Background: an optimization exercise with open tools, aiming at small area, a short achievable clock period and few clock cycles per item. Do not read the settings as production practice.
Where RTL was checked, it was by simulation tests only, not by an equivalence proof against the original.
The RTL of runs 1 and 5 to 7 was laid out without a check of its function.

## flow/design.v (module list and top-level ports; edited modules follow where they fit)
// module SNN: 207 lines
// module csa_conv_a: 541 lines
// module csa_conv_b: 609 lines
// module csa_conv_c: 611 lines
// module csa_div255: 56 lines
// module csa_div9: 108 lines
// module csa_mac: 168 lines
// module snn_fa: 4 lines
// module snn_ha: 4 lines
module SNN(
	input            clk,
	input            rst_n,
	input            in_valid,
	input [7:0]      img,
	input [7:0]      ker,
	input [7:0]      weight,
	output reg       out_valid,
	output reg [9:0] out_data
);
  // ...
==> flow/flow/run.sh <==
#!/bin/bash
# Standard ORFS layout (the standard.sh, unchanged synthesis and
# clock tree), with repair_timing aiming for 11.7 ns of setup margin at
# the design's 16 ns clock, and the port buffers given buf_2 cells.
set -euo pipefail
bash standard.sh SETUP_SLACK_MARGIN=11.7 "BUFFER_PORTS_ARGS=-buffer_cell sky130_fd_sc_hd__buf_2" finish > standard_flow.log 2>&1
==> flow/standard.sh <==
#!/bin/bash
# synth_recipe.tcl (not shown) runs the flow's synth.tcl, then flattens the netlist and writes it again
# the make line also repeats each setting of config.mk as NAME=value (left out here)
make -C /OpenROAD-flow-scripts/flow DESIGN_CONFIG=/design/flow/config.mk WORK_HOME=/design/flow/orfs CLKGATE_MAP_FILE= SYNTH_SCRIPT=/design/flow/synth_recipe.tcl "${@:-finish}"
==> flow/config.mk <==
export PLATFORM = sky130hd
export DESIGN_NAME = SNN
export DESIGN_NICKNAME = SNN
export VERILOG_FILES = /design/flow/design.v
export SDC_FILE = /design/flow/constraint.sdc
export NUM_CORES = 4
export LEC_CHECK = 0
export ABC_CLOCK_PERIOD_IN_PS = 4000
export CAP_MARGIN = 20
export CORE_MARGIN = 2
export CORE_UTILIZATION = 40
export CTS_CLUSTER_DIAMETER = 80
export CTS_CLUSTER_SIZE = 25
export SLEW_MARGIN = 20
export SYNTH_HIERARCHICAL = 1
export SYNTH_MINIMUM_KEEP_SIZE = 0
==> flow/constraint.sdc <==
create_clock -name core_clock -period 16.0 [get_ports {clk}]
set_input_delay 3.2000 -clock core_clock [delete_from_list [all_inputs] [get_ports {clk}]]
set_output_delay 3.2000 -clock core_clock [all_outputs]
set_load 0.01 [all_outputs]
==> metrics.cfg, run 1 <==
[finish]
seq_cells=545
post-route-util_pct=41.30
num_antenna_cells=0
biggestRegsByFlops=win (104), kr (72), pm (40)
biggestCellCategory=multi-input combinational cells
multi_input_area_share_pct=57.11

[clock_network]
cts_tree=done
cts_sinks=545
cts-resized-gates=53
postCtsSetupBuffers=82
clock-root-buffer=clkbuf_16
numCtsBuffers=37

[floorplanning]
pin_count=38
coreArea_sq_mm=0.1019

[global_routing]
grt_pass1_wl_um=136500
grt_start_max_net_pins=37
use_met2_pct=28.50

[run_status]
outcome=timing/DRC/antenna clean

[timing]
clock-skew-final_ns=0.02668
period_share_pct=26.73
setup_viol=0
worst_slack_ns=11.72

[route]
drtIter0Drc=1241
wl_met3_um=4287
ant_nets=0

[setup_path]
crit_path_start=out_data[5]$_DFF_PN0_
crit_required_ns=12.80
worstPathArrival_ns=1.08

[place]
dpl-instance-area_sq_mm=0.03951

[synth]
synth.cell_area_sq_mm=0.04114
yosysSeqAreaShare_pct=31.95
ys_types=71

[min_path]
hold_start=win[3][7]$_DFF_P_
worstHoldPathType=reg2reg

==> module SNN, before the edit <==
module SNN(
	input            clk,
	input            rst_n,
	input            in_valid,
	input [7:0]      img,
	input [7:0]      ker,
	input [7:0]      weight,
	output reg       out_valid,
	output reg [9:0] out_data
);
integer k;
reg        v0;
reg  [7:0] ker_r, wt_r;
reg  [2:0] col, row;
reg        im;
reg  [7:0] win [0:12];           
always @(posedge clk or negedge rst_n) begin
	if (!rst_n) v0 <= 1'b0;
	else        v0 <= in_valid;
end
always @(posedge clk) begin
	ker_r  <= ker;
	wt_r   <= weight;
	win[0] <= img;
	for (k = 1; k < 13; k = k + 1) win[k] <= win[k-1];
end
always @(posedge clk or negedge rst_n) begin
	if (!rst_n) begin
		col <= 3'd0; row <= 3'd0; im <= 1'b0;
	end else if (v0) begin
		if (col == 3'd5) begin
			col <= 3'd0;
			if (row == 3'd5) begin
				row <= 3'd0;
				im  <= ~im;
			end else begin
				row <= row + 3'd1;
			end
		end else begin
			col <= col + 3'd1;
		end
	end
end
reg  [7:0] kr [0:8];
reg  [7:0] wr [0:3];
wire       ld_ok  = v0 && !im && (row[2:1] == 2'b00);
wire [3:0] ld_idx = row[0] ? {1'b0, col} + 4'd6 : {1'b0, col};
always @(posedge clk) begin
	for (k = 0; k < 9; k = k + 1)
		if (ld_ok && ld_idx == k) kr[k] <= ker_r;
	for (k = 0; k < 4; k = k + 1)
		if (ld_ok && ld_idx == k) wr[k] <= wt_r;
end
wire [17:0] a_s, a_c;
wire [18:0] b_s, b_c;
wire [19:0] c_s, c_c;
reg  [17:0] ra_s, ra_c;
reg  [18:0] rb_s, rb_c;
reg  [19:0] rc_s, rc_c;
csa_conv_a u_a(.k0(kr[0]), .x0(win[12]), .k1(kr[1]), .x1(win[11]), .k2(kr[2]), .x2(win[10]),
               .s(a_s), .c(a_c));
csa_conv_b u_b(.k0(kr[3]), .x0(win[7]), .k1(kr[4]), .x1(win[6]), .k2(kr[5]), .x2(win[5]),
               .r0(ra_s), .r1(ra_c), .s(b_s), .c(b_c));
csa_conv_c u_c(.k0(kr[6]), .x0(win[2]), .k1(kr[7]), .x1(win[1]), .k2(kr[8]), .x2(win[0]),
               .r0(rb_s), .r1(rb_c), .s(c_s), .c(c_c));
always @(posedge clk) begin
	ra_s <= a_s; ra_c <= a_c;
	rb_s <= b_s; rb_c <= b_c;
	rc_s <= c_s; rc_c <= c_c;
end
reg       d_v;
reg [1:0] d_i, d_j;
reg       d_im;
always @(posedge clk or negedge rst_n) begin
	if (!rst_n) d_v <= 1'b0;
	else        d_v <= v0 && (row >= 3'd2) && (col >= 3'd2);
end
always @(posedge clk) begin
	d_i  <= row[1:0] - 2'd2;
	d_j  <= col[1:0] - 2'd2;
	d_im <= im;
end
wire [19:0] cs_s     = ~rc_s;
wire [19:0] cs_c     = ~rc_c;
wire [19:0] conv_sum = cs_s + cs_c;
reg  [19:0] pm [0:1];
wire        d_b     = d_j[1];
wire        d_first = !d_i[0] && !d_j[0];
wire        d_last  =  d_i[0] &&  d_j[0];
wire [19:0] pm_cur  = pm[d_b];
wire [20:0] d_cmp   = {1'b0, cs_s} + {1'b0, cs_c} + {1'b0, ~pm_cur};
always @(posedge clk) begin
	if (d_v && (d_first || d_cmp[20])) pm[d_b] <= conv_sum;
end
reg       e_v, e_b, e_a, e_im;
always @(posedge clk or negedge rst_n) begin
	if (!rst_n) e_v <= 1'b0;
	else        e_v <= d_v && d_last;
end
always @(posedge clk) begin
	e_b <= d_b; e_a <= d_i[1]; e_im <= d_im;
end
wire [35:0] e_s, e_c;
csa_div255 u_e(.r0(pm[e_b]), .s(e_s), .c(e_c));
wire [35:0] e_sum = e_s + e_c;
reg  [11:0] q1;
reg         f_v, f_b, f_a, f_im;
always @(posedge clk or negedge rst_n) begin
	if (!rst_n) f_v <= 1'b0;
	else        f_v <= e_v;
end
always @(posedge clk) begin
	q1 <= e_sum[35:24];
	f_b <= e_b; f_a <= e_a; f_im <= e_im;
end
wire [21:0] f_s, f_c;
csa_div9 u_f(.r0(q1), .s(f_s), .c(f_c));
wire [21:0] f_sum = f_s + f_c;
reg  [7:0]  pq;
reg  [4:0]  mo;                  
reg  [3:0]  mt, mn;              
function [12:0] booth;           
	input [7:0] y;
	integer i;
	reg [8:0] z;
	begin
		z = {y, 1'b0};
		for (i = 0; i < 4; i = i + 1) begin
			booth[i]     = z[2*i+1] ^ z[2*i];
			booth[5+i]   = (z[2*i+2] & ~z[2*i+1] & ~z[2*i]) | (~z[2*i+2] & z[2*i+1] & z[2*i]);
			booth[9+i]   = z[2*i+2] & ~(z[2*i+1] & z[2*i]);
		end
		booth[4] = y[7];
	end
endfunction
reg         m0_v, m1_v, m_b, m_a, m_im;
always @(posedge clk or negedge rst_n) begin
	if (!rst_n) begin
		m0_v <= 1'b0; m1_v <= 1'b0;
	end else begin
		m0_v <= f_v;
		m1_v <= m0_v;
	end
end
always @(posedge clk) begin
	if (f_v) begin
		pq  <= f_sum[21:14];
		m_b <= f_b; m_a <= f_a; m_im <= f_im;
		{mn, mt, mo} <= booth(f_b ? wr[2] : wr[0]);
	end else if (m0_v) begin
		{mn, mt, mo} <= booth(m_b ? wr[3] : wr[1]);
	end
end
reg  [16:0] mres, mres_d;
wire [16:0] madd = m_b ? mres_d : 17'd0;
wire [16:0] m_s, m_c;
csa_mac u_m(.x(pq), .one(mo), .two(mt), .neg(mn), .r0(madd), .s(m_s), .c(m_c));
wire [16:0] mac_res = m_s + m_c;
always @(posedge clk) begin
	mres   <= mac_res;
	mres_d <= mres;
end
reg        h_v, h_s;
always @(posedge clk or negedge rst_n) begin
	if (!rst_n) h_v <= 1'b0;
	else        h_v <= (m0_v || m1_v) && m_b;
end
always @(posedge clk) begin
	h_s <= m1_v;
end
wire [15:0] h_y   = mres[16:1];
wire [16:0] h_t   = h_y + {8'd0, h_y[15:8]} + 17'd1;
reg  [7:0]  eqv, eref;
reg  [7:0]  e0 [0:3];
reg         i_v, i_s;
wire [1:0]  h_idx = {m_a, h_s};
always @(posedge clk or negedge rst_n) begin
	if (!rst_n) i_v <= 1'b0;
	else        i_v <= h_v;
end
always @(posedge clk) begin
	eqv  <= h_t[15:8];
	eref <= e0[h_idx];
	i_s  <= h_s;
end
wire [1:0] i_idx = {m_a, i_s};
always @(posedge clk) begin
	if (i_v && !m_im) e0[i_idx] <= eqv;
end
reg  [9:0] dacc;
wire [9:0] dbase = (i_idx == 2'd0) ? 10'd0 : dacc;
wire [9:0] dnew  = (eref > eqv) ? dbase + {2'd0, eref} - {2'd0, eqv}
                                : dbase + {2'd0, eqv} - {2'd0, eref};
wire       i_fin = i_v && m_im && (i_idx == 2'd3);
always @(posedge clk) begin
	if (i_v && m_im) dacc <= dnew;
end
always @(posedge clk or negedge rst_n) begin
	if (!rst_n) begin
		out_valid <= 1'b0;
		out_data  <= 10'd0;
	end else begin
		out_valid <= i_fin;
		out_data  <= (i_fin && dnew[9:4] != 6'd0) ? dnew : 10'd0;
	end
end
endmodule
==> inputs of run 2 (changes only) <==
--- a/flow/design.v
+++ b/flow/design.v
@@ -10,7 +10,6 @@
 );
 integer k;
 reg        v0;
-reg  [7:0] ker_r, wt_r;
 reg  [2:0] col, row;
 reg        im;
 reg  [7:0] win [0:12];           
@@ -19,8 +18,6 @@
 	else        v0 <= in_valid;
 end
 always @(posedge clk) begin
-	ker_r  <= ker;
-	wt_r   <= weight;
 	win[0] <= img;
 	for (k = 1; k < 13; k = k + 1) win[k] <= win[k-1];
 end
@@ -43,13 +40,18 @@
 end
 reg  [7:0] kr [0:8];
 reg  [7:0] wr [0:3];
-wire       ld_ok  = v0 && !im && (row[2:1] == 2'b00);
-wire [3:0] ld_idx = row[0] ? {1'b0, col} + 4'd6 : {1'b0, col};
+wire [3:0] w0_idx = row[0] ? {1'b0, col} + 4'd6 : {1'b0, col};
+wire       w0_ok  = !im && (row[2:1] == 2'b00);
+reg  [8:0] ld_sel;
+always @(*) begin
+	for (k = 0; k < 9; k = k + 1)
+		ld_sel[k] = (k == 0) ? !v0 : (v0 && w0_ok && w0_idx == k - 1);
+end
 always @(posedge clk) begin
 	for (k = 0; k < 9; k = k + 1)
-		if (ld_ok && ld_idx == k) kr[k] <= ker_r;
+		if (in_valid && ld_sel[k]) kr[k] <= ker;
 	for (k = 0; k < 4; k = k + 1)
-		if (ld_ok && ld_idx == k) wr[k] <= wt_r;
+		if (in_valid && ld_sel[k]) wr[k] <= weight;
 end
 wire [17:0] a_s, a_c;
 wire [18:0] b_s, b_c;
--- a/flow/config.mk
+++ b/flow/config.mk
@@ -8,9 +8,10 @@
 export ABC_CLOCK_PERIOD_IN_PS = 4000
 export CAP_MARGIN = 20
 export CORE_MARGIN = 2
-export CORE_UTILIZATION = 40
+export CORE_UTILIZATION = 55
 export CTS_CLUSTER_DIAMETER = 80
 export CTS_CLUSTER_SIZE = 25
+export PLACE_DENSITY = 0.65
 export SLEW_MARGIN = 20
 export SYNTH_HIERARCHICAL = 1
 export SYNTH_MINIMUM_KEEP_SIZE = 0
==> run 2 against run 1 <==
Effect of this change:
- wire length down 2.4%
- die area down 28%
- critical path depth grew 8
- register-to-register slack got worse by 0.09 ns
- clock-buffer cell count shrank 3
- sequential share of layout area down 0.093 points
- critical path type is now reg2reg
==> metrics.cfg, run 2 <==
[synth]
yosys-top-cells-count=fa_1 (688), nand2_1 (625), dfxtp_1 (293)
yosysSeqAreaShare_pct=31.67  ; -0.28 points
synth.cell_area_sq_mm=0.04048  ; -1.6%
synth-seq-cells=529
yosys_warnings=13
avgSynthCellArea_sq_um=12.43
yosysTopAreaCellShare_pct=34.02
synth_area_leaders=fa_1 (34%), edfxtp_1 (16%), dfxtp_1 (14%)
synth_edf_count=210
ys_async_sr_fraction_pct=4.915
yosysTopAreaCell=fa_1
ys_types=63  ; -11%
syn_inst=3258
synth_flop_cell=dfxtp_1
synth.most_common_cell=fa_1

[place]
gp_congestion=0.8883
placedCellCount=3870
dpl.hpwl_um=65620
numPortBuffers=37

[timing]
setup_viol=0  ; unchanged
fin_crit_ns=4.355
fmax_ghz=0.2296
rsz0062_at_grt=yes
tightest_slew_ns=0.9755
hold_viol=0
slew_headroom_pct=34.67
period_share_pct=27.22  ; +0.49 points
clock-skew-final_ns=0.04234  ; +0.01567 ns
holdWs_ns=0.3304
fin_tns_setup_ns=0
drv_slew=0

[clock_network]
clockBufferDepth=3
clock-root-buffer=clkbuf_16
numCtsBuffers=36  ; -2.7%
htree_levels=2
clk_latency_ns=0.59
path_clk_slew_ns=0.09
cts_tree=done
cts_sinks=529  ; -2.9%

[route]
drt-total-wl_um=83020
routedWlPerCell_um=20.26
drtIter0Drc=1611  ; +30%
drc_errors=0
vias=22340
viasPerCell=5.454
drtPass1Iterations=6
ant_nets=0  ; unchanged

[global_routing]
grt_overflow=0
met3_usage_pct=3.488
antenna_found_initial=7
use_met1_pct=30.18
grt_start_max_net_pins=37  ; unchanged
grt_pass1_wl_um=134500  ; -1.5%
grt_pass1_vias=24910
grt.busiest_layer=met2
use_met2_pct=39.47  ; +11 points
grt_use_total_pct=22.97

[setup_path]
reg2reg_slack_ns=11.65
r2r-start=kr[6][1]$_DFFE_PP_
timing.rr.end=rc_s[8]$_DFF_P_
crit_path_start=kr[6][1]$_DFFE_PP_
crit_required_ns=16.43  ; +3.63 ns
end_kind=flop
crit_path_max_fanout=5
worstPathArrival_ns=4.79  ; +3.71 ns
crit_type=reg2reg
rr_worst_depth=9
endpoint=rc_s[8]$_DFF_P_
worstSetupStartpointType=flop

[floorplanning]
die_area_sq_mm=0.07579
coreArea_sq_mm=0.07296  ; -28%
start_util_pct=55.49
pin_count=38  ; unchanged
row_count=99
dieWidth_um=275.3
die_y_um=275.3

[finish]
nNetsFinal=4011
largest_register_ffs=104
nFillCells=5864
stdcell_count=4097
area_delta_synth_final_pct=1.468
drive_above_1_share_pct=15.44
final_cell_mix=fa_1 (651), nand2_1 (596), dfxtp_1 (250)
final_common_cell=fa_1
top_register=win
biggestRegsByFlops=win (104), kr (72), pm (40)

[run_status]
outcome=timing/DRC/antenna clean

[job]
max_cap_violations=0

[min_path]
worstHoldPathType=reg2reg

## run 2: cell count changes after synthesis, sizes merged, moves of 7 or more
cell and change:
nand3 -8, a21oi -9, o21a +7, inv -9
or3 -7, xor2 +8, o21ai -8, dfxtp -16
a21o +7
## run 2: logic make-up (layout without fill, tap and decap cells)
family,count (synthesis),in the layout,share of synthesized area (%)
DFF,529,529,31.67
xor gates and xnor gates,113,113,2.445
and+or+nand+nor,849,849,8.808
muxes,77,77,2.309
adders and majority gates,876,876,39.83
buffers and inverters,577,396,10.70
AOI/OAI and AO/OA,229,229,4.163
other,8,69,0.07418
## run 2: per-module statistics from Yosys, one instance, submodules excluded
module / area, sq um / copies in the design / cells
SNN: 20210 / 1 / 1465
csa_conv_a: 1538 / 1 / 277
csa_conv_b: 1553 / 1 / 279
csa_conv_c: 1568 / 1 / 281
csa_div255: 548.0 / 1 / 74
csa_div9: 382.9 / 1 / 58
csa_mac: 1172 / 1 / 135
snn_fa: 20.02 / 651 / 1
snn_ha: 12.51 / 38 / 1
## run 2: layer usage
metal	share of wire [%]	vias to the layer above
met5	0.016	-
met4	3.1	2
met3	5.9	171
met2	51	718
met1	40	11640
li1	-	9815
## run 2: critical path, cell delays in order, from the launching register on
cell and delay (ns):
edfxtp_1 0.54, buf_6 0.18, nand2_2 0.05, fa_1 0.44, fa_2 0.61, fa_1 0.44
fa_2 0.55, fa_1 0.44, fa_2 0.56, fa_1 0.38
## run 2: worst min path at each step
stage / slack, ns / depth (start not counted) / from / to
global placement: 0.31 / 0 / mres[0]$_DFF_P_ / mres_d[0]$_DFF_P_
floorplan: 0.31 / 0 / d_i[1]$_DFF_P_ / e_a$_DFF_P_
global route: 0.34 / 0 / win[3][3]$_DFF_P_ / win[4][3]$_DFF_P_
detailed placement: 0.31 / 0 / win[9][0]$_DFF_P_ / win[10][0]$_DFF_P_
finish: 0.33 / 0 / win[3][3]$_DFF_P_ / win[4][3]$_DFF_P_
CTS: 0.33 / 0 / e_b$_DFF_P_ / f_b$_DFF_P_
## run 2: per-stage QoR
step           util [%]  setup WS [ns]  instance area (sq um)
2_1_floorplan         -          11.52                  40750
5_1_grt           56.30          11.59                  41070
3_3_place_gp      52.54          11.13                  38330
3_5_place_dp      52.54          11.01                  38330
4_1_cts           55.20          11.67                  40270
6_report          56.30          11.65                  41080
## run 2: layout make-up
class	count	area, sq um	share of cell area (%)
tap	959	1200	2.921
clock inverter	22	325.3	0.7919
sequential	529	12890	31.38
antenna	3	7.507	0.01828
multi-input combinational	2210	23780	57.90
inverter	129	484.2	1.179
clock buffer	43	927.1	2.257
timing repair buffer	202	1460	3.555
## run 2: repair_timing
action | CTS | global route
hold buffers | 0 | 0
resized for setup | 55 | 74
buffers inserted | 79 | 80
pin swaps | 53 | 93
endpoints found under the setup margin | 78 | 68
Testbench counts of run 2, summed over its fixed seeds: cycles 25,920, items 320.
==> inputs of run 3 (changes only) <==
--- a/flow/config.mk
+++ b/flow/config.mk
@@ -8,10 +8,9 @@
 export ABC_CLOCK_PERIOD_IN_PS = 4000
 export CAP_MARGIN = 20
 export CORE_MARGIN = 2
-export CORE_UTILIZATION = 55
+export CORE_UTILIZATION = 40
 export CTS_CLUSTER_DIAMETER = 80
 export CTS_CLUSTER_SIZE = 25
-export PLACE_DENSITY = 0.65
 export SLEW_MARGIN = 20
 export SYNTH_HIERARCHICAL = 1
 export SYNTH_MINIMUM_KEEP_SIZE = 0
==> run 3 against run 2 <==
Effect of this change:
- critical path type unchanged
- critical endpoint is now rc_s[9]$_DFF_P_
- sequential share of layout area is 0.21 points lower
- synthesized cell count is the same
- cell area rose by 0.82%
==> metrics.cfg, run 3 <==
[floorplanning]
start_util_pct=40.42  ; -15 points
coreArea_sq_mm=0.1001  ; +37%
dieWidth_um=322.1  ; +17%
pin_count=38  ; unchanged
die_area_sq_mm=0.1038  ; +37%
die_y_um=322.1  ; +17%
row_count=116  ; +17%

[finish]
biggestRegsByFlops=win (104), kr (72), pm (40)
area_delta_synth_final_pct=2.296
nNetsFinal=3993  ; -0.45%
drive_above_1_share_pct=14.75  ; -0.69 points
stdcell_count=4417  ; +7.8%
ff_latch_area_sq_mm=0.01291  ; +0.13%
largest_register_ffs=104  ; unchanged
multi_input_area_sq_mm=0.02380  ; about the same
final_common_cell=fa_1
final_cell_mix=fa_1 (652), nand2_1 (599), dfxtp_1 (251)
top_register=win
nFillCells=9348  ; +59%

[route]
vias=21700  ; -2.9%
drt-total-wl_um=81850  ; -1.4%
ant_nets=0  ; unchanged
drc_errors=0  ; unchanged
viasPerCell=4.912  ; -9.9%
drtPass1Iterations=5  ; -1
drtIter0Drc=1102  ; -32%
routedWlPerCell_um=18.53  ; -8.5%

[setup_path]
crit_type=reg2reg
reg2reg_slack_ns=11.60  ; -0.05 ns
end_kind=flop
crit_required_ns=16.56  ; +0.13 ns
worstSetupStartpointType=flop
worstPathArrival_ns=4.96  ; +0.17 ns
rr_worst_depth=10  ; +1
crit_path_max_fanout=3  ; -2

[synth]
synth_simple_gate_area_share_pct=8.808  ; unchanged
synth_compound_area_share_pct=4.163  ; unchanged
synth.cell_area_sq_mm=0.04048  ; unchanged
synth_edf_count=210  ; unchanged
yosys-top-cells-count=fa_1 (688), nand2_1 (625), dfxtp_1 (293)
ys_types=63  ; unchanged
syn_inst=3258  ; unchanged
yosys_warnings=13  ; unchanged
synth_top_family_by_area=adder cells
synth_area_leaders=fa_1 (34%), edfxtp_1 (16%), dfxtp_1 (14%)
synth.most_common_cell=fa_1
synth_xor_area_share_pct=2.445  ; unchanged
yosysTopAreaCell=fa_1
avgSynthCellArea_sq_um=12.43  ; unchanged
synthAdderAreaFrac_pct=39.83  ; unchanged
synth_mux_area_share_pct=2.309  ; unchanged
synth-seq-cells=529  ; unchanged
ys_async_sr_fraction_pct=4.915  ; unchanged
yosysTopAreaCellShare_pct=34.02  ; unchanged
synth_flop_cell=dfxtp_1
yosysSeqAreaShare_pct=31.67  ; unchanged

[place]
place_ws_ns=10.92  ; -0.08620 ns
gp_congestion=0.8458  ; -4.8%
dpl.hpwl_um=64910  ; -1.1%
placedCellCount=4213  ; +8.9%
numPortBuffers=37  ; unchanged

[timing]
setup_viol=0  ; unchanged
fin_crit_ns=4.401  ; +0.04570 ns
tightest_slew_ns=0.7922  ; -0.1834 ns
slew_headroom_pct=46.99  ; +12 points
holdWs_ns=0.3216  ; -0.008754 ns
rsz0062_at_grt=yes
worst_slack_ns=11.60  ; -0.04570 ns
drv_slew=0  ; unchanged
fmax_ghz=0.2272  ; -1.0%
clock-skew-final_ns=0.04110  ; -0.001241 ns
fin_tns_setup_ns=0  ; unchanged
hold_viol=0  ; unchanged
period_share_pct=27.50  ; +0.29 points

[global_routing]
grt_start_max_net_pins=27  ; -27%
grt_pass1_wl_um=131100  ; -2.5%
grt_pass1_vias=23580  ; -5.3%
grt_overflow=0  ; unchanged
grt_use_total_pct=16.39  ; -6.6 points
antenna_found_initial=3  ; -4

[clock_network]
clockBufferDepth=3  ; unchanged
cts_hold_buf=0  ; unchanged
cts_sinks=529  ; unchanged
clock-root-buffer=clkbuf_16
clk_latency_ns=0.63  ; +0.04 ns
cts_tree=done
numCtsBuffers=36  ; unchanged
path_clk_slew_ns=0.09  ; about the same
htree_levels=2  ; unchanged

[job]
max_cap_violations=0  ; unchanged

[min_path]
whs_path_depth=0  ; unchanged
worstHoldPathType=reg2reg

[run_status]
outcome=timing/DRC/antenna clean

## run 3: cell counts after synthesis
Identical to the previous run, type by type.
## run 3: per-module statistics from Yosys (local to each module, per instance), a selection
| module | copies in the design | flops+latches | area (sq um) |
|---|---|---|---|
| csa_conv_c | 1 | 0 | 1568 |
| snn_ha | 38 | 0 | 12.51 |
| csa_mac | 1 | 0 | 1172 |
| csa_conv_a | 1 | 0 | 1538 |
| csa_div255 | 1 | 0 | 548.0 |
| snn_fa | 651 | 0 | 20.02 |
| SNN | 1 | 529 | 20210 |
| csa_div9 | 1 | 0 | 382.9 |
## run 3: cell type report
type                       instances  area share (%)
inverter                         129           1.169
tap                             1298           3.922
sequential                       529           31.17
clock buffer                      44           2.248
multi-input combinational       2210           57.47
antenna                            1        0.006042
timing repair buffer             184           3.242
clock inverter                    22          0.7734
## run 3: path summary, 6_finish.rpt
check | start | to
worst min-delay path | win[3][5]$_DFF_P_ | win[4][5]$_DFF_P_
max in group asynchronous | rst_n | h_v$_DFF_PN0_
worst max register to register | kr[6][4]$_DFFE_PP_ | rc_s[9]$_DFF_P_
min in group asynchronous | rst_n | f_v$_DFF_PN0_
worst max-delay path | kr[6][4]$_DFFE_PP_ | rc_s[9]$_DFF_P_
worst min register to register | win[3][5]$_DFF_P_ | win[4][5]$_DFF_P_
## run 3: logic make-up (layout without fill, tap and decap cells)
group	count (synthesis)	in the layout
AOI/OAI and AO/OA	229	229
xor gates and xnor gates	113	113
adders and majority gates	876	876
buffers and inverters	577	379
DFF	529	529
muxes	77	77
other	8	67
and+or+nand+nor	849	849
## run 3: repair_timing
item,4_1_cts,5_1_grt
endpoints found under the hold margin,0,0
setup buffers,79,57
pin swaps,54,97
resized for setup,54,84
endpoints found under the setup margin,82,90
## run 3: worst max-delay path, stage by stage, from the launching register on
cell,delay (ns)
edfxtp_1,0.47
buf_4,0.17
buf_6,0.12
nand2_1,0.07
fa_1,0.43
fa_2,0.59
fa_2,0.44
fa_2,0.55
fa_2,0.44
fa_1,0.49
fa_2,0.59
## run 3: stage by stage
step / area [sq um] / util, %
after CTS: 40720 / 40.66
after global placement: 38780 / 38.73
after global routing: 41410 / 41.35
after detailed placement: 38780 / 38.73
after floorplan: 40750 / -
final: 41410 / 41.35
## run 3: routing by layer
metal | vias to the layer above | part of all wire [%] | global-route usage, %
met5 | - | 0.0098 | 0
met2 | 512 | 49 | 27.64
li1 | 9791 | - | -
met3 | 144 | 5.6 | 3.152
met1 | 11250 | 42 | 21.14
met4 | 2 | 3.5 | 5.701
==> inputs of run 4 (changes only) <==
==> flow/flow/run.sh (replaced) <==
#!/bin/bash
# Standard ORFS layout (the standard.sh, unchanged synthesis and
# clock tree), with repair_timing aiming for 11.7 ns of setup margin at
# the design's 16 ns clock, and the port buffers given buf_2 cells.
set -euo pipefail
bash standard.sh SETUP_SLACK_MARGIN=11.8 "BUFFER_PORTS_ARGS=-buffer_cell sky130_fd_sc_hd__buf_2" finish > standard_flow.log 2>&1
==> run 4 against run 3 <==
Effect of this change:
- die area did not move
- still clean
- highest routed layer unchanged
==> metrics.cfg, run 4 <==
[setup_path]
cpMostUsedCell=fa_2
path_cells=buf_6 > nand2_4 > fa_2 > fa_2 > fa_1 > fa_2 > fa_2 > fa_2 > fa_2
crit_path_max_fanout=5  ; +2
worstPathArrival_ns=4.80  ; -0.16 ns
reg2reg_slack_ns=11.67  ; +0.07 ns
crit_type=reg2reg
max_stage_delay_ns=0.60  ; about the same
cp_slowest_cell=fa_2
worstSetupStartpointType=flop
crit_required_ns=16.47  ; -0.09 ns
end_kind=flop

[synth]
synth.cell_area_sq_mm=0.04048  ; unchanged
synth_flop_cell=dfxtp_1
avgSynthCellArea_sq_um=12.43  ; unchanged
ys_types=63  ; unchanged
syn_inst=3258  ; unchanged
yosys-top-cells-count=fa_1 (688), nand2_1 (625), dfxtp_1 (293)
synth.most_common_cell=fa_1
yosys_warnings=13  ; unchanged
synth-seq-cells=529  ; unchanged
ys_async_sr_fraction_pct=4.915  ; unchanged
yosysTopAreaCellShare_pct=34.02  ; unchanged
synth_edf_count=210  ; unchanged
yosysSeqAreaShare_pct=31.67  ; unchanged
synth_area_leaders=fa_1 (34%), edfxtp_1 (16%), dfxtp_1 (14%)
yosysTopAreaCell=fa_1

[place]
placedCellCount=4212  ; -0.024%
numPortBuffers=37  ; unchanged
gp_congestion=0.8562  ; +1.2%
dpl.hpwl_um=64430  ; -0.74%

[finish]
final_common_cell=fa_1
nNetsFinal=4010  ; +0.43%
ff_latch_area_sq_mm=0.01289  ; -0.15%
largest_register_ffs=104  ; unchanged
nFillCells=9220  ; -1.4%
multi_input_area_sq_mm=0.02402  ; +0.93%
stdcell_count=4434  ; +0.38%
drive_above_1_share_pct=17.45  ; +2.7 points
biggestRegsByFlops=win (104), kr (72), pm (40)
post-route-util_pct=41.90  ; +0.55 points
area_delta_synth_final_pct=3.656
top_register=win
final_cell_mix=fa_1 (600), nand2_1 (596), dfxtp_1 (251)

[global_routing]
grt_pass1_wl_um=130400  ; -0.56%
antenna_found_initial=6  ; +3
grt_pass1_vias=23320  ; -1.1%
grt_overflow=0  ; unchanged
grt_start_max_net_pins=27  ; unchanged
grt_use_total_pct=16.30  ; -0.091 points

[clock_network]
clock-root-buffer=clkbuf_16
numCtsBuffers=37  ; +2.8%
cts_tree=done
htree_levels=2  ; unchanged
clockBufferDepth=3  ; unchanged
clk_latency_ns=0.60  ; -0.03 ns
cts_hold_buf=0  ; unchanged
path_clk_slew_ns=0.09  ; about the same
cts_sinks=529  ; unchanged

[route]
drt-total-wl_um=82050  ; +0.25%
drtPass1Iterations=5  ; unchanged
ant_nets=0  ; unchanged
drc_errors=0  ; unchanged
routedWlPerCell_um=18.50  ; -0.14%
viasPerCell=4.877  ; -0.71%
drtIter0Drc=1114  ; +1.1%
vias=21620  ; -0.33%

[timing]
hold_viol=0  ; unchanged
drv_slew=0  ; unchanged
fin_crit_ns=4.328  ; -0.07270 ns
fin_tns_setup_ns=0  ; unchanged
fmax_ghz=0.2311  ; +1.7%
setup_viol=0  ; unchanged
clock-skew-final_ns=0.02347  ; -0.01763 ns
slew_headroom_pct=48.24  ; +1.2 points
tightest_slew_ns=0.7735  ; -0.01861 ns
period_share_pct=27.05  ; -0.45 points
rsz0062_at_grt=yes

[floorplanning]
die_y_um=322.1  ; unchanged
pin_count=38  ; unchanged
row_count=116  ; unchanged
start_util_pct=40.42  ; unchanged
coreArea_sq_mm=0.1001  ; unchanged
die_area_sq_mm=0.1038  ; unchanged
dieWidth_um=322.1  ; unchanged

[run_status]
outcome=timing/DRC/antenna clean

[job]
max_cap_violations=0  ; unchanged

[min_path]
worstHoldPathType=reg2reg

==> run 4: path summary, 6_finish.rpt <==
| kind | end | startpoint | cells past startpoint |
|---|---|---|---|
| min in group asynchronous | out_data[6]$_DFF_PN0_ | rst_n | 1 |
| worst max register to register | rc_s[9]$_DFF_P_ | kr[6][2]$_DFFE_PP_ | 9 |
| worst min register to register | win[5][5]$_DFF_P_ | win[4][5]$_DFF_P_ | 0 |
| max in group asynchronous | m1_v$_DFF_PN0_ | rst_n | 1 |
| worst max-delay path | rc_s[9]$_DFF_P_ | kr[6][2]$_DFFE_PP_ | 9 |
| worst min-delay path | win[5][5]$_DFF_P_ | win[4][5]$_DFF_P_ | 0 |
==> run 4: logic make-up after synthesis <==
family,Yosys count,synth area share [%]
AOI/OAI and AO/OA,229,4.163
xor gates and xnor gates,113,2.445
adders and majority gates,876,39.83
buffers and inverters,577,10.70
DFF,529,31.67
muxes,77,2.309
other,8,0.07418
and+or+nand+nor,849,8.808
==> run 4: repair_timing <==
item,CTS,global route
pin swaps,142,96
setup buffers,91,63
endpoints found under the setup margin,119,106
gates resized for setup,88,101
==> run 4: worst max-delay path: cells and delay by family (launching register included) <==
| kind | cells | cell delay, ns |
|---|---|---|
| AND/OR/NAND/NOR | 1 | 0.06 |
| buffers and inverters | 1 | 0.18 |
| flip-flops | 1 | 0.52 |
| adder cells (fa/ha/maj) | 7 | 3.46 |
==> run 4: stage by stage <==
step	hold WS [ns]	area (sq um)	worst slack [ns]
floorplan	0.3096	40800	11.52
global placement	0.3096	38830	10.95
CTS	0.3256	41070	11.63
finish	0.3187	41960	11.67
detailed placement	0.3121	38830	10.98
global route	0.3255	41960	11.60
==> run 4: layout make-up <==
type	count	share of cell area (%)
Antenna cell	1	0.005963
Clock buffer	44	2.320
Clock inverter	23	0.7871
Inverter	129	1.154
Multi-Input combinational cell	2210	57.24
Sequential cell	529	30.71
Tap cell	1298	3.870
Timing Repair Buffer	200	3.909
==> run 4: modules after synthesis, one instance, submodules excluded, a selection <==
module      area, sq um  flip-flops and latches  copies in the design
snn_fa            20.02                       0                   651
csa_conv_a         1538                       0                     1
snn_ha            12.51                       0                    38
SNN               20210                     529                     1
csa_div255        548.0                       0                     1
csa_mac            1172                       0                     1
==> run 4: routing by layer <==
layer / GRT usage (%) / part of all wire (%)
met1: 21.31 / 42
met2: 27.39 / 49
met3: 2.851 / 5.2
met4: 5.618 / 3.6
met5: 0 / 0.033
==> inputs of run 5 (changes only) <==
--- a/flow/design.v
+++ b/flow/design.v
@@ -172,38 +172,29 @@
 end
 wire [15:0] h_y   = mres[16:1];
 wire [16:0] h_t   = h_y + {8'd0, h_y[15:8]} + 17'd1;
-reg  [7:0]  eqv, eref;
+wire [7:0]  h_e   = h_t[15:8];
 reg  [7:0]  e0 [0:3];
-reg         i_v, i_s;
 wire [1:0]  h_idx = {m_a, h_s};
-always @(posedge clk or negedge rst_n) begin
-	if (!rst_n) i_v <= 1'b0;
-	else        i_v <= h_v;
-end
-always @(posedge clk) begin
-	eqv  <= h_t[15:8];
-	eref <= e0[h_idx];
-	i_s  <= h_s;
-end
-wire [1:0] i_idx = {m_a, i_s};
+wire [7:0]  eref  = e0[h_idx];
 always @(posedge clk) begin
-	if (i_v && !m_im) e0[i_idx] <= eqv;
+	if (h_v && !m_im) e0[h_idx] <= h_e;
 end
 reg  [9:0] dacc;
-wire [9:0] dbase = (i_idx == 2'd0) ? 10'd0 : dacc;
-wire [9:0] dnew  = (eref > eqv) ? dbase + {2'd0, eref} - {2'd0, eqv}
-                                : dbase + {2'd0, eqv} - {2'd0, eref};
-wire       i_fin = i_v && m_im && (i_idx == 2'd3);
+wire [9:0] dbase = (h_idx == 2'd0) ? 10'd0 : dacc;
+wire [9:0] d_up  = dbase + {2'd0, h_e} - {2'd0, eref};
+wire [9:0] d_dn  = dbase + {2'd0, eref} - {2'd0, h_e};
+wire [9:0] dnew  = (eref > h_e) ? d_dn : d_up;
+wire       h_fin = h_v && m_im && (h_idx == 2'd3);
 always @(posedge clk) begin
-	if (i_v && m_im) dacc <= dnew;
+	if (h_v && m_im) dacc <= dnew;
 end
 always @(posedge clk or negedge rst_n) begin
 	if (!rst_n) begin
 		out_valid <= 1'b0;
 		out_data  <= 10'd0;
 	end else begin
-		out_valid <= i_fin;
-		out_data  <= (i_fin && dnew[9:4] != 6'd0) ? dnew : 10'd0;
+		out_valid <= h_fin;
+		out_data  <= (h_fin && dnew[9:4] != 6'd0) ? dnew : 10'd0;
 	end
 end
 endmodule
==> flow/flow/run.sh (replaced) <==
#!/bin/bash
# Standard ORFS layout (the standard.sh, unchanged synthesis and
# clock tree), with repair_timing aiming for 11.7 ns of setup margin at
# the design's 16 ns clock, and the port buffers given buf_2 cells.
set -euo pipefail
bash standard.sh SETUP_SLACK_MARGIN=11.7 "BUFFER_PORTS_ARGS=-buffer_cell sky130_fd_sc_hd__buf_2" finish > standard_flow.log 2>&1
==> run 5 against run 4 <==
Effect of this change:
- worst hold slack improved by 0.013 ns
- via count up 4.9%
- still clean on timing, DRC and antenna
- clock-buffer cell count rose by 1
==> metrics.cfg, run 5 <==
[global_routing]
grt_overflow=0  ; unchanged
grt_pass1_wl_um=139300  ; +6.8%
antenna_found_initial=12  ; +6
grt_start_max_net_pins=37  ; +37%
grt_use_total_pct=17.31  ; +1.0 points
grt_pass1_vias=24840  ; +6.5%

[synth]
synth_edf_count=210  ; unchanged
yosysTopAreaCellShare_pct=33.87  ; -0.15 points
ys_types=78  ; +24%
yosysTopAreaCell=fa_1
synth.cell_area_sq_mm=0.04072  ; +0.58%
avgSynthCellArea_sq_um=12.16  ; -2.2%
synth-seq-cells=511  ; -3.4%
syn_inst=3350  ; +2.8%
yosys_warnings=13  ; unchanged
yosysSeqAreaShare_pct=30.59  ; -1.1 points
yosys-top-cells-count=fa_1 (689), nand2_1 (641), buf_4 (278)
synth_flop_cell=dfxtp_1
synth_area_leaders=fa_1 (34%), edfxtp_1 (15%), dfxtp_1 (14%)
synth.most_common_cell=fa_1
ys_async_sr_fraction_pct=4.892  ; -0.023 points

[route]
drtIter0Drc=1385  ; +24%
vias=22690  ; +4.9%
ant_nets=0  ; unchanged
viasPerCell=4.926  ; +1.0%
routedWlPerCell_um=18.97  ; +2.5%
drc_errors=0  ; unchanged
drt-total-wl_um=87380  ; +6.5%
drtPass1Iterations=7  ; +2

[timing]
drv_slew=0  ; unchanged
rsz0062_at_grt=yes
holdWs_ns=0.3319  ; +0.01314 ns
slew_headroom_pct=34.11  ; -14 points
fmax_ghz=0.2121  ; -8.2%
tightest_slew_ns=0.9847  ; +0.2112 ns
fin_tns_setup_ns=0  ; unchanged
setup_viol=0  ; unchanged
fin_crit_ns=4.715  ; +0.3868 ns
hold_viol=0  ; unchanged
period_share_pct=29.47  ; +2.4 points
worst_slack_ns=11.29  ; -0.3868 ns
clock-skew-final_ns=0.02581  ; +0.002340 ns

[finish]
top_register=win
biggestRegsByFlops=win (104), kr (72), pm (40)
nNetsFinal=4110  ; +2.5%
area_delta_synth_final_pct=4.886
final_common_cell=fa_1
drive_above_1_share_pct=18.41  ; +0.96 points
stdcell_count=4606  ; +3.9%
fin_area_sq_mm=0.04271  ; +1.8%
largest_register_ffs=104  ; unchanged
final_cell_mix=fa_1 (630), nand2_1 (604), dfxtp_1 (232)

[place]
dpl-instance-area_sq_mm=0.03928  ; +1.2%
gp_congestion=0.8378  ; -2.1%
numPortBuffers=37  ; unchanged
placedCellCount=4369  ; +3.7%
dpl.hpwl_um=69140  ; +7.3%
place_ws_ns=11.02  ; +0.03330 ns

[setup_path]
crit_path_max_fanout=4  ; -1
r2r-start=mres[10]$_DFF_P_
worstSetupStartpointType=flop
crit_path_start=mres[10]$_DFF_P_
crit_required_ns=16.46  ; about the same
crit_type=reg2reg
worstPathArrival_ns=5.18  ; +0.38 ns
end_kind=flop

[job]
max_cap_violations=0  ; unchanged

[run_status]
outcome=timing/DRC/antenna clean

[floorplanning]
die_y_um=323.1  ; +0.29%
start_util_pct=40.20  ; -0.23 points
coreArea_sq_mm=0.1013  ; +1.2%
die_area_sq_mm=0.1044  ; +0.58%
dieWidth_um=323.1  ; +0.29%
row_count=117  ; +0.86%
pin_count=38  ; unchanged

[min_path]
worstHoldPathType=reg2reg
hold_start=d_i[1]$_DFF_P_

[clock_network]
htree_levels=2  ; unchanged
clock-root-buffer=clkbuf_16
path_clk_slew_ns=0.08  ; about the same
clockBufferDepth=3  ; unchanged
cts_sinks=511  ; -3.4%
clk_latency_ns=0.60  ; about the same
numCtsBuffers=38  ; +2.7%
cts_tree=done

-- run 5: cell types whose count changed after synthesis, moves of 8 or more --
cell,before,now
a21oi_1,56,74
dfxtp_1,293,276
inv_1,129,161
nand2_1,625,641
nor2_1,62,70
nor2b_1,21,12
o21ai_0,32,41
-- run 5: critical path, cell delays in order (launching register included) --
cell and delay, ns:
dfxtp_4 0.36, ha_4 0.25, o21a_1 0.10, o21a_1 0.11
o2111ai_1 0.10, and3_4 0.21, a211oi_4 0.25, nand2_2 0.13
xor2_4 0.22, fa_1 0.58, inv_2 0.07, ha_4 0.25
a21oi_2 0.15, o21ai_2 0.09, o311a_1 0.38, o311a_4 0.34
nor4_4 0.33, o31ai_4 0.10, a2111oi_4 0.44, a21oi_1 0.12
-- run 5: final cells by class --
cell class                 count  area [sq um]
timing repair buffer         208          1605
inverter                     162         608.1
tap                         1368          1712
clock inverter                25         394.1
multi-input combinational   2286         24840
fill                        9461         58590
clock buffer                  45          1018
sequential                   511         12530
antenna                        1         2.502
-- run 5: cells by family (layout without fill, tap and decap cells) --
logic type	Yosys count	after routing	share of synthesized area [%]
compound gates	293	293	5.285
xor+xnor	104	104	2.255
fa+ha+maj	876	876	39.62
buf+inv	611	440	10.94
flops	511	511	30.59
mux	76	76	2.286
other cells	8	67	0.07375
simple gates	871	871	8.945
-- run 5: modules after synthesis, one instance, submodules excluded --
module	cell area, sq um	copies in the design	flops+latches	cells inside
snn_fa	20.02	651	0	1
csa_mac	1172	1	0	135
csa_conv_c	1568	1	0	281
csa_conv_b	1553	1	0	279
csa_conv_a	1538	1	0	277
csa_div255	548.0	1	0	74
csa_div9	382.9	1	0	58
snn_ha	12.51	38	0	1
SNN	20450	1	511	1557
-- run 5: stage by stage --
stage / utilization (%)
final: 42.16
after global routing: 42.16
after CTS: 41.37
after detailed placement: 38.78
after global placement: 38.78
after floorplan: -
-- run 5: path summary, 6_finish.rpt --
kind,cells past startpoint,slack [ns],to
worst min-delay path,0,0.33,e_a$_DFF_P_
min in group asynchronous,1,2.62,out_data[4]$_DFF_PN0_
worst max register to register,19,11.29,out_data[1]$_DFF_PN0_
worst max-delay path,19,11.29,out_data[1]$_DFF_PN0_
worst min register to register,0,0.33,e_a$_DFF_P_
max in group asynchronous,1,12.96,f_v$_DFF_PN0_
-- run 5: timing repair --
| item | CTS | global route |
|---|---|---|
| pin swaps | 100 | 131 |
| gates resized for setup | 86 | 132 |
| endpoints found under the setup margin | 123 | 129 |
| hold buffers | 0 | 0 |
| buffers inserted | 123 | 43 |
-- run 5: metal layers --
metal  track usage, %  vias to the layer above  routed length, um
met5                0                        -                 84
met4            4.755                       14               2208
met3            3.375                      134               5483
met2            28.77                      597              42730
met1            23.11                    11750              36870
li1                 -                    10200                  -
==> inputs of run 6 (changes only) <==
--- a/flow/design.v
+++ b/flow/design.v
@@ -148,10 +148,8 @@
 	if (f_v) begin
 		pq  <= f_sum[21:14];
 		m_b <= f_b; m_a <= f_a; m_im <= f_im;
-		{mn, mt, mo} <= booth(f_b ? wr[2] : wr[0]);
-	end else if (m0_v) begin
-		{mn, mt, mo} <= booth(m_b ? wr[3] : wr[1]);
 	end
+	{mn, mt, mo} <= booth(f_v ? (f_b ? wr[2] : wr[0]) : (m_b ? wr[3] : wr[1]));
 end
 reg  [16:0] mres, mres_d;
 wire [16:0] madd = m_b ? mres_d : 17'd0;
@@ -172,29 +170,38 @@
 end
 wire [15:0] h_y   = mres[16:1];
 wire [16:0] h_t   = h_y + {8'd0, h_y[15:8]} + 17'd1;
-wire [7:0]  h_e   = h_t[15:8];
+reg  [7:0]  eqv, eref;
 reg  [7:0]  e0 [0:3];
+reg         i_v, i_s;
 wire [1:0]  h_idx = {m_a, h_s};
-wire [7:0]  eref  = e0[h_idx];
+always @(posedge clk or negedge rst_n) begin
+	if (!rst_n) i_v <= 1'b0;
+	else        i_v <= h_v;
+end
+always @(posedge clk) begin
+	eqv  <= h_t[15:8];
+	eref <= e0[h_idx];
+	i_s  <= h_s;
+end
+wire [1:0] i_idx = {m_a, i_s};
 always @(posedge clk) begin
-	if (h_v && !m_im) e0[h_idx] <= h_e;
+	if (i_v && !m_im) e0[i_idx] <= eqv;
 end
 reg  [9:0] dacc;
-wire [9:0] dbase = (h_idx == 2'd0) ? 10'd0 : dacc;
-wire [9:0] d_up  = dbase + {2'd0, h_e} - {2'd0, eref};
-wire [9:0] d_dn  = dbase + {2'd0, eref} - {2'd0, h_e};
-wire [9:0] dnew  = (eref > h_e) ? d_dn : d_up;
-wire       h_fin = h_v && m_im && (h_idx == 2'd3);
+wire [9:0] dbase = (i_idx == 2'd0) ? 10'd0 : dacc;
+wire [9:0] dnew  = (eref > eqv) ? dbase + {2'd0, eref} - {2'd0, eqv}
+                                : dbase + {2'd0, eqv} - {2'd0, eref};
+wire       i_fin = i_v && m_im && (i_idx == 2'd3);
 always @(posedge clk) begin
-	if (h_v && m_im) dacc <= dnew;
+	if (i_v && m_im) dacc <= dnew;
 end
 always @(posedge clk or negedge rst_n) begin
 	if (!rst_n) begin
 		out_valid <= 1'b0;
 		out_data  <= 10'd0;
 	end else begin
-		out_valid <= h_fin;
-		out_data  <= (h_fin && dnew[9:4] != 6'd0) ? dnew : 10'd0;
+		out_valid <= i_fin;
+		out_data  <= (i_fin && dnew[9:4] != 6'd0) ? dnew : 10'd0;
 	end
 end
 endmodule
==> flow/flow/run.sh (replaced) <==
#!/bin/bash
# Standard ORFS layout (the standard.sh with its unchanged synthesis),
# with repair_timing aiming for 11.7 ns of setup margin at the design's
# 16 ns clock, port buffers of buf_2 cells, and clock tree synthesis with
# sink clusters of up to 25 flip-flops within 80 um and no dummy loads.
set -euo pipefail
bash standard.sh SETUP_SLACK_MARGIN=11.7 \
  "BUFFER_PORTS_ARGS=-buffer_cell sky130_fd_sc_hd__buf_2" \
  "CTS_ARGS=-sink_clustering_enable -repair_clock_nets -sink_clustering_size 25 -sink_clustering_max_diameter 80 -dont_use_dummy_load" \
  finish > standard_flow.log 2>&1
--- a/flow/config.mk
+++ b/flow/config.mk
@@ -9,8 +9,6 @@
 export CAP_MARGIN = 20
 export CORE_MARGIN = 2
 export CORE_UTILIZATION = 40
-export CTS_CLUSTER_DIAMETER = 80
-export CTS_CLUSTER_SIZE = 25
 export SLEW_MARGIN = 20
 export SYNTH_HIERARCHICAL = 1
 export SYNTH_MINIMUM_KEEP_SIZE = 0
==> run 6 against run 5 <==
Effect of this change:
- still clean on timing, DRC and antenna
- flip-flop and latch count grew 18
- worst hold slack lost 0.019 ns
- global-route usage shrank 0.74 points
- critical endpoint is now rc_s[8]$_DFF_P_
- highest routed layer unchanged
==> metrics.cfg, run 6 <==
[synth]
syn_inst=3296  ; -1.6%
synth.most_common_cell=fa_1
avgSynthCellArea_sq_um=12.31  ; +1.3%
yosysTopAreaCell=fa_1
yosys_warnings=13  ; unchanged
yosys-top-cells-count=fa_1 (688), nand2_1 (638), dfxtp_1 (306)
synth_edf_count=197  ; -6.2%
ys_types=83  ; +6.4%
yosysSeqAreaShare_pct=31.28  ; +0.69 points
synth_area_leaders=fa_1 (34%), dfxtp_1 (15%), edfxtp_1 (15%)
synth_flop_cell=dfxtp_1
yosysTopAreaCellShare_pct=33.95  ; +0.074 points
ys_async_sr_fraction_pct=4.915  ; +0.023 points
synth.cell_area_sq_mm=0.04057  ; -0.36%
synth-seq-cells=529  ; +3.5%

[global_routing]
grt_start_max_net_pins=29  ; -22%
grt_pass1_wl_um=132500  ; -4.9%
grt_overflow=0  ; unchanged
antenna_found_initial=10  ; -2
grt_pass1_vias=23860  ; -4.0%
grt_use_total_pct=16.57  ; -0.74 points

[floorplanning]
die_y_um=322.5  ; -0.18%
pin_count=38  ; unchanged
start_util_pct=40.45  ; +0.26 points
row_count=116  ; -0.85%
die_area_sq_mm=0.1040  ; -0.36%
dieWidth_um=322.5  ; -0.18%
coreArea_sq_mm=0.1003  ; -1.0%

[setup_path]
crit_path_max_fanout=5  ; +1
path_cells=buf_6 > nand2_4 > fa_1 > fa_1 > fa_1 > fa_2 > fa_1 > fa_1 > fa_1
end_kind=flop
cp_top_family=adder cells
max_stage_delay_ns=0.60  ; +0.02 ns
worstPathArrival_ns=4.84  ; -0.34 ns
cpMostUsedCell=fa_1
crit_required_ns=16.45  ; about the same
worstSetupStartpointType=flop
cp_slowest_cell=fa_2
path_buf_inv=1  ; unchanged
crit_type=reg2reg

[min_path]
worstHoldPathType=reg2reg

[finish]
drive_above_1_share_pct=13.67  ; -4.7 points
fin_area_sq_mm=0.04112  ; -3.7%
largest_register_ffs=104  ; unchanged
nFillCells=9467  ; +0.063%
top_register=win
stdcell_count=4467  ; -3.0%
nNetsFinal=4010  ; -2.4%
final_common_cell=fa_1
final_cell_mix=fa_1 (650), nand2_1 (620), dfxtp_1 (258)
biggestRegsByFlops=win (104), kr (72), pm (40)
post-route-util_pct=41.01  ; -1.2 points
area_delta_synth_final_pct=1.360

[clock_network]
path_clk_slew_ns=0.10  ; +0.02 ns
clk_latency_ns=0.59  ; about the same
cts_tree=done
htree_levels=2  ; unchanged
cts_hold_buf=0  ; unchanged
clock-root-buffer=clkbuf_16
clockBufferDepth=3  ; unchanged
cts_sinks=529  ; +3.5%
numCtsBuffers=36  ; -5.3%

[timing]
period_share_pct=27.38  ; -2.1 points
fin_tns_setup_ns=0  ; unchanged
worst_slack_ns=11.62  ; +0.3333 ns
setup_viol=0  ; unchanged
hold_viol=0  ; unchanged
fmax_ghz=0.2282  ; +7.6%
rsz0062_at_grt=yes
tightest_slew_ns=1.009  ; +0.02424 ns
slew_headroom_pct=32.73  ; -1.4 points
fin_crit_ns=4.382  ; -0.3333 ns
clock-skew-final_ns=0.06901  ; +0.04320 ns
drv_slew=0  ; unchanged

[route]
viasPerCell=4.876  ; -1.0%
routedWlPerCell_um=18.59  ; -2.0%
vias=21780  ; -4.0%
drtIter0Drc=1259  ; -9.1%
ant_nets=0  ; unchanged
drt-total-wl_um=83030  ; -5.0%
drc_errors=0  ; unchanged
drtPass1Iterations=5  ; -2

[job]
max_cap_violations=0  ; unchanged

[run_status]
outcome=timing/DRC/antenna clean

[place]
placedCellCount=4311  ; -1.3%
place_ws_ns=10.76  ; -0.2536 ns
gp_congestion=0.8443  ; +0.78%
dpl-instance-area_sq_mm=0.03895  ; -0.84%
dpl.hpwl_um=66000  ; -4.5%
numPortBuffers=37  ; unchanged

run 6: cell types whose count changed after synthesis, sizes merged, moves of 8 or more:
cell	previous run	this run
inv	161	141
dfxtp	276	306
nor2	70	62
nor2b	12	21
mux2	56	42
edfxtp	210	197
xnor2	73	86
run 6: per-layer routing:
layer | GRT usage (%) | up-vias | part of all wire, % | wire [um]
li1 | - | 9881 | - | -
met1 | 21.30 | 11200 | 42 | 34710
met2 | 28.02 | 531 | 49 | 40750
met3 | 3.234 | 159 | 5.5 | 4597
met4 | 5.597 | 12 | 3.5 | 2904
met5 | 0 | - | 0.095 | 79
run 6: kinds of logic after synthesis:
group | share of synthesized area [%]
fa+ha+maj | 39.65
compound gates | 4.943
other cells | 0.07402
flops | 31.28
xor+xnor | 2.418
mux | 2.054
simple gates | 8.841
buf+inv | 10.73
run 6: area by class of cell:
cell class	instances	area, sq um	area share, %
Sequential cell	529	12770	31.05
Inverter	141	529.3	1.287
Timing Repair Buffer	161	1200	2.918
Clock buffer	36	900.9	2.191
Tap cell	1357	1698	4.129
Multi-Input combinational cell	2241	24020	58.42
Antenna cell	2	5.005	0.01217
run 6: metrics by stage:
step	hold slack (ns)
3_3_place_gp	0.3110
2_1_floorplan	0.3096
3_5_place_dp	0.3121
6_report	0.3132
5_1_grt	0.3174
4_1_cts	0.3086
run 6: final timing paths:
check,start,endpoint,slack [ns],depth (start not counted)
worst max-delay path,kr[6][3]$_DFFE_PP_,rc_s[8]$_DFF_P_,11.62,9
worst min-delay path,win[8][2]$_DFF_P_,win[9][2]$_DFF_P_,0.31,0
worst max register to register,kr[6][3]$_DFFE_PP_,rc_s[8]$_DFF_P_,11.62,9
worst min register to register,win[8][2]$_DFF_P_,win[9][2]$_DFF_P_,0.31,0
max in group asynchronous,rst_n,m0_v$_DFF_PN0_,12.94,1
min in group asynchronous,rst_n,out_data[9]$_DFF_PN0_,2.62,1
run 6: modules after synthesis, one instance, submodules excluded, a selection:
module      copies in the design  area [sq um]  flops+latches  cells inside
SNN                            1         20300            529          1503
csa_conv_c                     1          1568              0           281
csa_conv_a                     1          1538              0           277
csa_mac                        1          1172              0           135
csa_div255                     1         548.0              0            74
csa_div9                       1         382.9              0            58
run 6: timing repair:
action	4_1_cts	5_1_grt
setup endpoints to repair	113	118
buffers inserted	76	42
pin swaps	60	97
gates resized for setup	50	85
==> inputs of run 7 (changes only) <==
--- a/flow/config.mk
+++ b/flow/config.mk
@@ -8,7 +8,8 @@
 export ABC_CLOCK_PERIOD_IN_PS = 4000
 export CAP_MARGIN = 20
 export CORE_MARGIN = 2
-export CORE_UTILIZATION = 40
+export CORE_UTILIZATION = 60
+export PLACE_DENSITY = 0.75
 export SLEW_MARGIN = 20
 export SYNTH_HIERARCHICAL = 1
 export SYNTH_MINIMUM_KEEP_SIZE = 0
==> run 7 against run 6 <==
Effect of this change:
- non-clock buffer count up 6
- worst setup slack worse by 0.031 ns
- critical path depth did not move
- still clean on timing, DRC and antenna
- critical endpoint is now rc_s[9]$_DFF_P_
==> metrics.cfg, run 7 <==
[synth]
synth_flop_cell=dfxtp_1
synthAdderAreaFrac_pct=39.65  ; unchanged
synth.most_common_cell=fa_1
synth_top_family_by_area=adder cells
synth_compound_area_share_pct=4.943  ; unchanged
yosys_warnings=13  ; unchanged
ys_types=83  ; unchanged
avgSynthCellArea_sq_um=12.31  ; unchanged
synth_mux_area_share_pct=2.054  ; unchanged
syn_inst=3296  ; unchanged
synth.cell_area_sq_mm=0.04057  ; unchanged
yosysTopAreaCell=fa_1
synth_edf_count=197  ; unchanged
synth_simple_gate_area_share_pct=8.841  ; unchanged
synth_area_leaders=fa_1 (34%), dfxtp_1 (15%), edfxtp_1 (15%)
yosysTopAreaCellShare_pct=33.95  ; unchanged
synth-seq-cells=529  ; unchanged
yosys-top-cells-count=fa_1 (688), nand2_1 (638), dfxtp_1 (306)
synth_xor_area_share_pct=2.418  ; unchanged
yosysSeqAreaShare_pct=31.28  ; unchanged
ys_async_sr_fraction_pct=4.915  ; unchanged

[finish]
final_common_cell=fa_1
final_cell_mix=fa_1 (644), nand2_1 (615), dfxtp_1 (258)
nNetsFinal=4011  ; +0.025%
drive_above_1_share_pct=14.02  ; +0.35 points
area_delta_synth_final_pct=-0.3299
fin_area_sq_mm=0.04044  ; -1.7%
top_register=win
nFillCells=5099  ; -46%
largest_register_ffs=104  ; unchanged
biggestRegsByFlops=win (104), kr (72), pm (40)

[setup_path]
crit_path_max_fanout=3  ; -2
cp_slowest_cell=fa_2
cp_top_family=adder cells
max_stage_delay_ns=0.58  ; -0.02 ns
crit_type=reg2reg
worstPathArrival_ns=4.90  ; +0.06 ns
r2r-start=kr[7][4]$_DFFE_PP_
worstSetupStartpointType=flop
reg2reg_slack_ns=11.59  ; -0.03 ns
timing.rr.end=rc_s[9]$_DFF_P_
end_kind=flop
crit_required_ns=16.49  ; +0.04 ns
path_cells=buf_4 > nand2_2 > fa_1 > fa_2 > fa_1 > fa_2 > fa_2 > fa_1 > fa_1
cpMostUsedCell=fa_1
path_buf_inv=1  ; unchanged
rr_worst_depth=9  ; unchanged

[timing]
drv_slew=0  ; unchanged
clock-skew-final_ns=0.04969  ; -0.01932 ns
fin_tns_setup_ns=0  ; unchanged
worst_slack_ns=11.59  ; -0.03100 ns
tightest_slew_ns=0.9870  ; -0.02201 ns
setup_viol=0  ; unchanged
period_share_pct=27.58  ; +0.19 points
rsz0062_at_grt=yes
slew_headroom_pct=34.20  ; +1.5 points
fin_crit_ns=4.413  ; +0.03100 ns
hold_viol=0  ; unchanged
holdWs_ns=0.3194  ; +0.006170 ns
fmax_ghz=0.2266  ; -0.70%

[floorplanning]
pin_count=38  ; unchanged
row_count=95  ; -18%
die_area_sq_mm=0.06972  ; -33%
dieWidth_um=264.0  ; -18%
coreArea_sq_mm=0.06704  ; -33%
die_y_um=264.0  ; -18%
start_util_pct=60.52  ; +20 points

[min_path]
min_to=win[10][1]$_DFF_P_
whs_path_depth=0  ; unchanged
worstHoldPathType=reg2reg
hold_start=win[9][1]$_DFF_P_

[global_routing]
grt_start_max_net_pins=29  ; unchanged
grt_overflow=0  ; unchanged
grt_pass1_wl_um=134200  ; +1.3%
grt_pass1_vias=25110  ; +5.2%
grt_use_total_pct=24.63  ; +8.1 points
antenna_found_initial=9  ; -1

[clock_network]
cts_tree=done
clk_latency_ns=0.63  ; +0.04 ns
path_clk_slew_ns=0.09  ; about the same
htree_levels=1  ; -1
clockBufferDepth=3  ; unchanged
clock-root-buffer=clkbuf_16
numCtsBuffers=31  ; -14%
cts_sinks=529  ; unchanged
cts_hold_buf=0  ; unchanged

[place]
numPortBuffers=37  ; unchanged
gp_congestion=0.9119  ; +8.0%
dpl-instance-area_sq_mm=0.03834  ; -1.6%
dpl.hpwl_um=65770  ; -0.34%
place_ws_ns=10.87  ; +0.1042 ns

[route]
drt-total-wl_um=84420  ; +1.7%
viasPerCell=5.747  ; +18%
drtIter0Drc=1682  ; +34%
vias=22900  ; +5.2%
routedWlPerCell_um=21.18  ; +14%
drc_errors=0  ; unchanged
ant_nets=0  ; unchanged
drtPass1Iterations=6  ; +1

[run_status]
outcome=timing/DRC/antenna clean

[job]
max_cap_violations=0  ; unchanged

==> run 7: cell count changes in the layout (fill, tap and decap cells not counted), sizes merged <==
cell / previous run / this run
buf: 161 / 167
clkbuf: 36 / 31
diode: 2 / 3
==> run 7: cell families (layout without fill, tap and decap cells) <==
logic type | after synthesis | count (layout)
adders and majority gates | 873 | 873
and+or+nand+nor | 854 | 854
buffers and inverters | 584 | 339
muxes | 68 | 68
xor gates and xnor gates | 112 | 112
other | 8 | 69
AOI/OAI and AO/OA | 268 | 268
DFF | 529 | 529
==> run 7: worst max path at each step <==
stage / start / endpoint / slack, ns / depth (start not counted)
floorplan: in_valid / kr[5][0]$_DFFE_PP_ / 11.43 / 4
global placement: in_valid / kr[7][5]$_DFFE_PP_ / 10.92 / 5
detailed placement: in_valid / kr[7][5]$_DFFE_PP_ / 10.87 / 5
CTS: kr[7][4]$_DFFE_PP_ / rc_s[7]$_DFF_P_ / 11.62 / 9
global route: kr[3][6]$_DFFE_PP_ / rb_s[6]$_DFF_P_ / 11.50 / 9
finish: kr[7][4]$_DFFE_PP_ / rc_s[9]$_DFF_P_ / 11.59 / 9
==> run 7: layer usage <==
| layer | global-route usage (%) | vias to the layer above | part of all wire, % |
|---|---|---|---|
| li1 | - | 9861 | - |
| met4 | 8.983 | 4 | 4.4 |
| met5 | 0 | - | 0.024 |
| met3 | 4.745 | 259 | 8.1 |
| met1 | 31.48 | 11760 | 37 |
| met2 | 42.02 | 1017 | 50 |
==> run 7: final cells by class <==
| class | count | area (sq um) | area share (%) |
|---|---|---|---|
| Multi-Input combinational cell | 2241 | 24020 | 59.41 |
| Sequential cell | 529 | 12780 | 31.60 |
| Timing Repair Buffer | 167 | 1232 | 3.048 |
| Tap cell | 873 | 1092 | 2.701 |
| Clock buffer | 31 | 775.7 | 1.918 |
| Inverter | 141 | 529.3 | 1.309 |
| Antenna cell | 3 | 7.507 | 0.01856 |
==> run 7: per-module statistics from Yosys, one instance, submodules excluded, a selection <==
module      cells  copies in the design  flops+latches  area, sq um
csa_conv_c    281                     1              0         1568
csa_conv_a    277                     1              0         1538
csa_mac       135                     1              0         1172
csa_div255     74                     1              0        548.0
csa_div9       58                     1              0        382.9
snn_fa          1                   651              0        20.02
==> run 7: timing repair <==
| item | CTS | global route |
|---|---|---|
| setup endpoints to repair | 107 | 107 |
| endpoints found under the hold margin | 0 | 0 |
| resized for setup | 66 | 79 |
| buffers inserted | 74 | 51 |
| pin swaps | 66 | 99 |
==> run 7: per-stage QoR <==
stage | util, % | std cells
finish | 60.32 | 3985
global route | 60.31 | 3982
CTS | 59.38 | 3931
detailed placement | 57.19 | 3826
global placement | 57.19 | 3826
floorplan | - | 3354

## separate check: timing with driven ports
In the flow no input, the clock included, has a driving cell. The finished layouts below were timed again as built, in two steps.
Step 1 sets driving cells, clkbuf_16 on the clock port and buf_2 on the other inputs (assumed; they add their load-dependent delay and slew).
Step 2, shift: input delay + t, output delay - t, t = (earliest + latest rising clock arrival at the registers) / 2. This alone moves slack from input paths to output paths.
Slacks: ideal ports / drivers / drivers and shift; pairs: ideal ports / drivers.
run	shift t [ns]	setup slack, ns	hold WS [ns]	slew at the worst register clock pin (ns)	cell pins on the clock port's net
run 1	0.651	11.724 / 11.657 / 11.729	0.321 / 0.321 / 0.321	0.10 / 0.10	1
run 2	0.641	11.645 / 11.628 / 11.163	0.330 / 0.330 / 0.330	0.10 / 0.10	1
run 3	0.668	11.599 / 11.599 / 11.140	0.322 / 0.322 / 0.322	0.10 / 0.10	1
run 4	0.651	11.672 / 11.655 / 11.215	0.319 / 0.319 / 0.319	0.10 / 0.10	1
run 5	0.651	11.285 / 11.285 / 11.073	0.332 / 0.332 / 0.332	0.10 / 0.10	1
run 6	0.626	11.619 / 11.619 / 11.126	0.313 / 0.313 / 0.313	0.10 / 0.10	1
run 7	0.667	11.587 / 11.587 / 11.030	0.319 / 0.319 / 0.319	0.10 / 0.10	1
After both steps every run listed still meets setup and hold. For run 7, which loses most, drivers alone change the setup slack by 0.000 ns; drivers and shift together by -0.557 ns.
